This design comes from an exercise in tuning for small area on the open sky130 flow, not from production work.
Only simulation tests tie the RTL to the original design; equivalence was not proved.
Power is estimated from default activity; no workload was simulated.

[flow/design.v]
module piezoController #(parameter FRQ = 1_000_000)
                        (input[2:0] octave,
                         input nOn,
                         input clk,
                         input nrst,
                         output reg piezo_wire);
    localparam integer MATCH0 = FRQ / 262 / 2;
    localparam integer MATCH1 = FRQ / 294 / 2;
    localparam integer MATCH2 = FRQ / 330 / 2;
    localparam integer MATCH3 = FRQ / 349 / 2;
    localparam integer MATCH4 = FRQ / 392 / 2;
    localparam integer MATCH5 = FRQ / 440 / 2;
    localparam integer MATCH6 = FRQ / 494 / 2;
    localparam integer MATCH7 = FRQ / 523 / 2;
    localparam integer W = (MATCH0 < 2047) ? 11 : 32;
    reg[W-1:0] cnt;
    reg[W-1:0] match_cnt;
    always @(*) begin
        case (octave)
            3'd0: match_cnt = MATCH0;
            3'd1: match_cnt = MATCH1;
            3'd2: match_cnt = MATCH2;
            3'd3: match_cnt = MATCH3;
            3'd4: match_cnt = MATCH4;
            3'd5: match_cnt = MATCH5;
            3'd6: match_cnt = MATCH6;
            default: match_cnt = MATCH7;
        endcase
    end
    always@(posedge clk)begin
        if (nrst == 0) begin
            piezo_wire <= 0;
            cnt        <= 0;
        end
        else if (nOn == 0)begin
            if (match_cnt < cnt) begin
                piezo_wire <= ~piezo_wire;
                cnt        <= 0;
            end
            else begin
                cnt <= cnt+1;
            end
        end
    end
endmodule
module displayController (input clk,
                          input nrst,
                          input[1:0]display,        
                          output[7:0] seg_com,
                          output reg[6:0] seg7);
    reg[2:0] cnt_d;
    reg nrst_d;
    reg[1:0] display_d;
    wire[2:0] cnt = nrst_d ? cnt_d + 3'd1 : 3'd0;
    always @(posedge clk) begin
        cnt_d     <= cnt;
        nrst_d    <= nrst;
        display_d <= display;
    end
    assign seg_com = 8'b1111_1111 ^ (8'd1 << cnt_d);
    always @(*) begin
        if (!nrst_d) begin  
            case (cnt_d)
                3'd7: seg7 = 7'b000_0001;
                3'd6: seg7 = 7'b000_0001;
                3'd5: seg7 = 7'b000_0001;
                3'd4: seg7 = 7'b000_0101;
                3'd3: seg7 = 7'b100_1111;
                3'd2: seg7 = 7'b101_1011;
                3'd1: seg7 = 7'b100_1111;
                default: seg7 = 7'b000_1111;
            endcase
        end
        else if (cnt_d[2])  
            seg7 = 7'b000_0001;
        else begin
            case ({display_d, cnt_d[1:0]})
                4'b00_11: seg7 = 7'b101_1011;  
                4'b00_10: seg7 = 7'b000_1111;
                4'b00_01: seg7 = 7'b111_0111;
                4'b00_00: seg7 = 7'b011_0011;
                4'b01_11: seg7 = 7'b110_0111;  
                4'b01_10: seg7 = 7'b000_1110;
                4'b01_01: seg7 = 7'b111_0111;
                4'b01_00: seg7 = 7'b011_0011;
                4'b10_11: seg7 = 7'b110_0111;  
                4'b10_10: seg7 = 7'b111_0111;
                4'b10_01: seg7 = 7'b101_1011;
                4'b10_00: seg7 = 7'b101_1011;
                4'b11_11: seg7 = 7'b100_0111;  
                4'b11_10: seg7 = 7'b111_0111;
                4'b11_01: seg7 = 7'b000_0110;
                default:  seg7 = 7'b000_1110;
            endcase
        end
    end
endmodule
module mainController #(parameter FRQ = 1_000_000)  
                       (input clk,
                        input[7:0] key,
                        input nrst,
                        output[7:0] seg_com,
                        output[6:0] seg7,
                        output piezo_wire);
    reg[2:0] state;
    reg[2:0] octave;
    reg piezo_nOn;
    reg[1:0] display;  
    reg[29:0] cnt;     
    reg wrap;          
    wire tload = (state == 3'd1) || (state == 3'd4);
    wire tdone;
    durationTimer #(.FRQ(FRQ)) timer01(.clk(clk), .load(tload), .done(tdone));
    piezoController #(.FRQ(FRQ)) piezoController01(.octave(octave), .nOn(piezo_nOn), .clk(clk), .nrst(nrst), .piezo_wire(piezo_wire));
    displayController displayController01(.clk(clk), .nrst(nrst), .display(display), .seg_com(seg_com), .seg7(seg7));
    wire inc = (state == 3'd0) || (state == 3'd2) || (state == 3'd3) || (state == 3'd5);
    always @(posedge clk) begin
        if (nrst == 0) begin
            cnt       <= 0;
            wrap      <= 0;
            state     <= 0;
            octave    <= 0;
            piezo_nOn <= 1;
            display   <= 0;
        end
        else begin
            wrap <= inc && (&cnt);
            if (inc)
                cnt <= cnt + 1;
            case(state)
                3'd0: begin
                    piezo_nOn <= 1;
                    display <= 0;
                    if (key[4] == 1)
                        state <= 1;
                end
                3'd1: begin
                    octave <= cnt[2:0];
                    piezo_nOn <= 0;
                    state <= 2;
                    display <= 1;
                end
                3'd2: begin
                    if (tdone || wrap)
                        state <= 3;
                end
                3'd3: begin
                    piezo_nOn <= 1;
                    if (key != 0)
                        state <= 4;
                end
                3'd4: begin
                    display <= key[octave] ? 2'd2 : 2'd3;
                    state <= 5;
                end
                3'd5: begin
                    if (tdone || wrap)
                        state <= 1;
                end
            endcase
        end
    end
endmodule
module durationTimer #(parameter FRQ = 1_000_000)
                      (input clk,
                       input load,
                       output done);
    generate
        if (FRQ == 1_000_000) begin : g_lfsr
            reg[19:0] e;
            always @(posedge clk)
                e <= load ? 20'hea668 : {e[18:0], e[19] ^ e[16]};
            assign done = &e;
        end
        else begin : g_bin
            reg[31:0] e;
            always @(posedge clk)
                e <= load ? 32'd0 : e + 1;
            assign done = (e > FRQ);
        end
    endgenerate
endmodule
[flow/run.sh]
#!/bin/bash
# synth_recipe.tcl (not shown) runs the flow's synth.tcl, then flattens the netlist and writes it again
# the make line also repeats each setting of config.mk as NAME=value (left out here)
make -C /OpenROAD-flow-scripts/flow DESIGN_CONFIG=/design/flow/config.mk WORK_HOME=/design/flow/orfs CLKGATE_MAP_FILE= SYNTH_SCRIPT=/design/flow/synth_recipe.tcl finish
[flow/config.mk]
export PLATFORM = sky130hd
export DESIGN_NAME = mainController
export DESIGN_NICKNAME = mainController
export VERILOG_FILES = /design/flow/design.v
export SDC_FILE = /design/flow/constraint.sdc
export NUM_CORES = 4
export LEC_CHECK = 0
export CAP_MARGIN = 20
export CORE_MARGIN = 2
export CORE_UTILIZATION = 40
export SLEW_MARGIN = 20
[flow/constraint.sdc]
create_clock -name core_clock -period 10.0 [get_ports {clk}]
set_input_delay 2.0000 -clock core_clock [delete_from_list [all_inputs] [get_ports {clk}]]
set_output_delay 2.0000 -clock core_clock [all_outputs]
set_load 0.01 [all_outputs]
==> summary.txt <==
Status
  – Status: timing/DRC/antenna clean

Clock network
  – Post-CTS Hold Fix Bufs: 0
  – Clock buffer count from CTS: 9
  – Post_cts resized: 0
  – Worst-Skew Late Latency: 350 ps
  – Root buffer cell: clkbuf_8
  – Post-CTS setup buffers: 0
  – CTS tree: done
  – Worst-path clk slew: 90 ps
  – CTS max path bufs: 2
  – Htree depth: 3
  – CTS sink cnt: between 70 and 80

Job
  – Max-cap check violation count: 0

Global route
  – Number of global-route vias before repair: just over 3,000
  – Global-route wire length before repair: 13,500 um
  – Largest net degree at the start of global routing: 37
  – GR Overflow Total: 0
  – Antenna violations before repair: 0
  – All-Layer GR Usage: 0.160

Synth
  – Asr flop ratio synth: 0
  – Mapped Area: about 3800 um2
  – Synth unique cells: 54
  – Largest cells by area after synthesis: dfxtp_1, ha_1, a21oi_1, nor2_1, nand2_1
  – Ys flop type: dfxtp_1
  – Cell taking the most area after synthesis: dfxtp_1
  – Syn Area/Cell: about 8.5 um2
  – Post-synthesis cell count: about 450
  – Synth Warn #: 4
  – #FFs+latches synth: a little under 80
  – Seq/Total Area, Yosys: 0.409
  – Syn Nets: around 480
  – EDFF count, synth: 0
  – Share of the synthesized area in the top cell type: 0.409

Power
  – P per Cell Area: about 210 nW/um2
  – Leak pwr: 1.54 nW
  – Peak supply drop: 62.2 uV
  – Design Power: ~0.91 mW

Route
  – Via density: 5.17
  – Initial DRC Count: ~110
  – Vias: just over 3,000
  – WL final: between 7000 and 8000 um
  – DRC Markers: 0
  – First-pass iteration count of the detailed router: 4
  – Avg WL per Cell: about 12 um
  – ANT nets after route: 0

STA
  – Slew Limit Headroom: 0.371
  – Final Max Tran Viols: 0
  – Minimum clock period: between 4000 and 5000 ps
  – Fmax: between 0.2 and 0.25 GHz
  – Setup tns final: 0 ps
  – Crit share post-route: 0.439
  – Setup-failing EPs final: 0
  – Unrepaired setup endpoints after global routing: false
  – Worst Max-Slew Pin Slew: between 900 and 1000 ps
  – Skew final: between 10 and 15 ps
  – Final Hold Fails: 0

Floorplan
  – FP Rows: 35
  – Core area: a little over 9000 um2
  – Die Area: 10,400 um2
  – Die W: between 100 and 150 um
  – # IOs: 26
  – Initial core utilization: 0.414
  – Die H: ~100 um

Cells and area
  – Filler instances: ~910
  – Final nets: a little under 500
  – Antenna fix cells: 0
  – Layout area overhead: 14.6%
  – Ratio of cells with drive above 1 in the final layout: 0.0892
  – Multi-input gate area: 2080 um2
  – Register area: 1560 um2

Setup path
  – Start of the worst register-to-register path: octave[1]
  – CP cell instances: inv_1 > ha_1 > mux2i_1 > o21ai_0 > mux2i_1 > o32ai_1 > clkdlybuf4s50_1
  – CP max-delay cell: clkdlybuf4s50_1
  – Required time of the critical path: about 8000 ps
  – Endpoint class of the critical path: output pin
  – Critical path launch point type: flip-flop
  – WP data arrival: between 2000 and 2500 ps
  – FF-to-FF End: piezoController01.cnt[6]
  – R2R setup slack: between 7000 and 8000 ps
  – Critical Path Most Common Cell: mux2i_1
  – WS Path Type: reg -> out
  – Worst R2R Path Depth: 7
  – Delay-heaviest family, CP: buffers and inverters
  – Crit path largest cell delay: approximately 580 ps
  – Worst-path fanout max: 9
  – Bufs and invs on worst path: 2

Min path
  – Hold path endpoint: displayController01.display_d[1]
  – Hold Startpoint: display[1]
  – Class of the worst hold path: reg -> reg
  – Worst hold path stage count: 0

Placement
  – IO Port Bufs: 25
  – Gpl congestion: ~0.77
  – HPWL after detailed placement: approximately 5200 um
-- where the power goes --
part	leakage (nW)	internal, mW	switching [mW]
Clock	0.103	0.124	0.122
Combinational	0.796	0.118	0.107
Sequential	0.638	0.374	0.0637
-- cell type report --
class                           count  share of cell area
Multi-Input combinational cell    323               0.476
Sequential cell                    78               0.356
Timing Repair Buffer               27              0.0606
Tap cell                          129              0.0368
Clock buffer                       10              0.0314
Inverter                           27              0.0231
Clock inverter                      6              0.0157
-- worst max path at each step --
stage / from / end / slack [ps] / cells after the start
after floorplan: displayController01.cnt_d[1] / seg7[2] / 6660 / 6
after global placement: displayController01.cnt_d[1] / seg7[2] / 6060 / 7
after detailed placement: displayController01.cnt_d[1] / seg7[2] / 5960 / 7
after CTS: displayController01.cnt_d[1] / seg7[2] / 5570 / 7
after global routing: displayController01.cnt_d[1] / seg7[2] / 5450 / 7
final: displayController01.cnt_d[1] / seg7[2] / 5610 / 7
-- placed cells by master (no fill, tap or decap), types with 14 or more instances in the layout --
cell	synthesis	final
nor2b_1	14	14
nor2_1	44	44
ha_1	20	20
o21ai_0	24	24
xnor2_1	15	15
clkdlybuf4s50_1	0	25
inv_1	27	27
a21oi_1	33	33
nand4_1	17	17
nand2_1	35	35
dfxtp_1	78	78
-- through the flow --
step,hold WS [ps],util,cell area (um2),setup slack [ps],cells
global placement,339,0.452,4170,6060,584
detailed placement,342,0.452,4170,5960,584
CTS,356,0.474,4380,5570,600
global route,356,0.474,4380,5450,600
floorplan,331,-,3820,6660,447
finish,352,0.474,4380,5610,600
-- worst register-to-register path, cell delays in order (launching register included) --
cell      delay (ps)
dfxtp_1          590
o21ai_0          170
ha_1             310
a211oi_1         250
o211ai_1         130
a221o_1          430
o31ai_1          790
nor2_1           120
-- state kept, by name (all words and copies together) (netlist names) --
name	count
piezo_nOn	1
displayController01.display_d	2
displayController01.cnt_d	3
wrap	1
cnt	30
display	2
piezoController01.cnt	11
displayController01.nrst_d	1
octave	3
timer01.g_lfsr.e	20
state	3
piezoController01.piezo_wire	1
-- cells by family after synthesis --
kind of cell               after synthesis  share of synthesized area
AOI/OAI and AO/OA                       89                      0.142
muxes                                    9                     0.0301
buffers and inverters                   46                     0.0458
xor gates and xnor gates                23                     0.0527
adders and majority gates               20                     0.0655
and+or+nand+nor                        182                      0.255
DFF                                     78                      0.409
-- Yosys cell counts (all sizes together) (3+ instances only) --
library cell  instances
or3                  11
nor4                  3
mux2i                 7
nand4                18
or4                   8
dfxtp                78
nand3b                3
xor2                  8
o21ai                24
inv                  27
o31ai                 9
xnor2                15
clkbuf               17
or2                  12
nor3                  8
nor2                 44
ha                   20
nor2b                14
nand3                13
a21oi                33
and4                  3
nand2                35
and3                  3
-- per-layer routing --
metal | global-route usage | up-vias | routed length (um) | share of wire
li1 | - | 1605 | - | -
met1 | 0.201 | 1445 | 3680 | 0.49
met2 | 0.272 | 39 | 3480 | 0.46
met3 | 0.0290 | 12 | 200 | 0.027
met4 | 0.0655 | 0 | 127 | 0.017
met5 | 0 | - | 0 | 0

==> static timing again, ports no longer ideal <==
How much do the figures lean on ideal ports? The routed layout below was timed once more, with nothing changed but the port constraints.
Step 1 (the two cells are an assumption about what drives the block):
set clk [get_ports {clk}]
set_driving_cell -lib_cell sky130_fd_sc_hd__clkbuf_16 $clk
set_driving_cell -lib_cell sky130_fd_sc_hd__buf_2 [delete_from_list [all_inputs] $clk]
Step 2 also shifts input and output timing later by t, the mid clock arrival at the registers, as if the neighbouring blocks saw the same clock.
Slacks: ideal ports / drivers / drivers and shift; pairs: ideal ports / drivers.
t (ns): 0.376
setup slack, ns: 5.612 / 5.581 / 5.957
worst setup path after step 2: register to output
worst register clock-pin slew, ns: 0.09 / 0.09
cell pins on the clock port's net: 1
After both steps this run still meets setup and hold. The setup slack of this run moves by -0.031 ns with the drivers and by +0.345 ns with both steps.
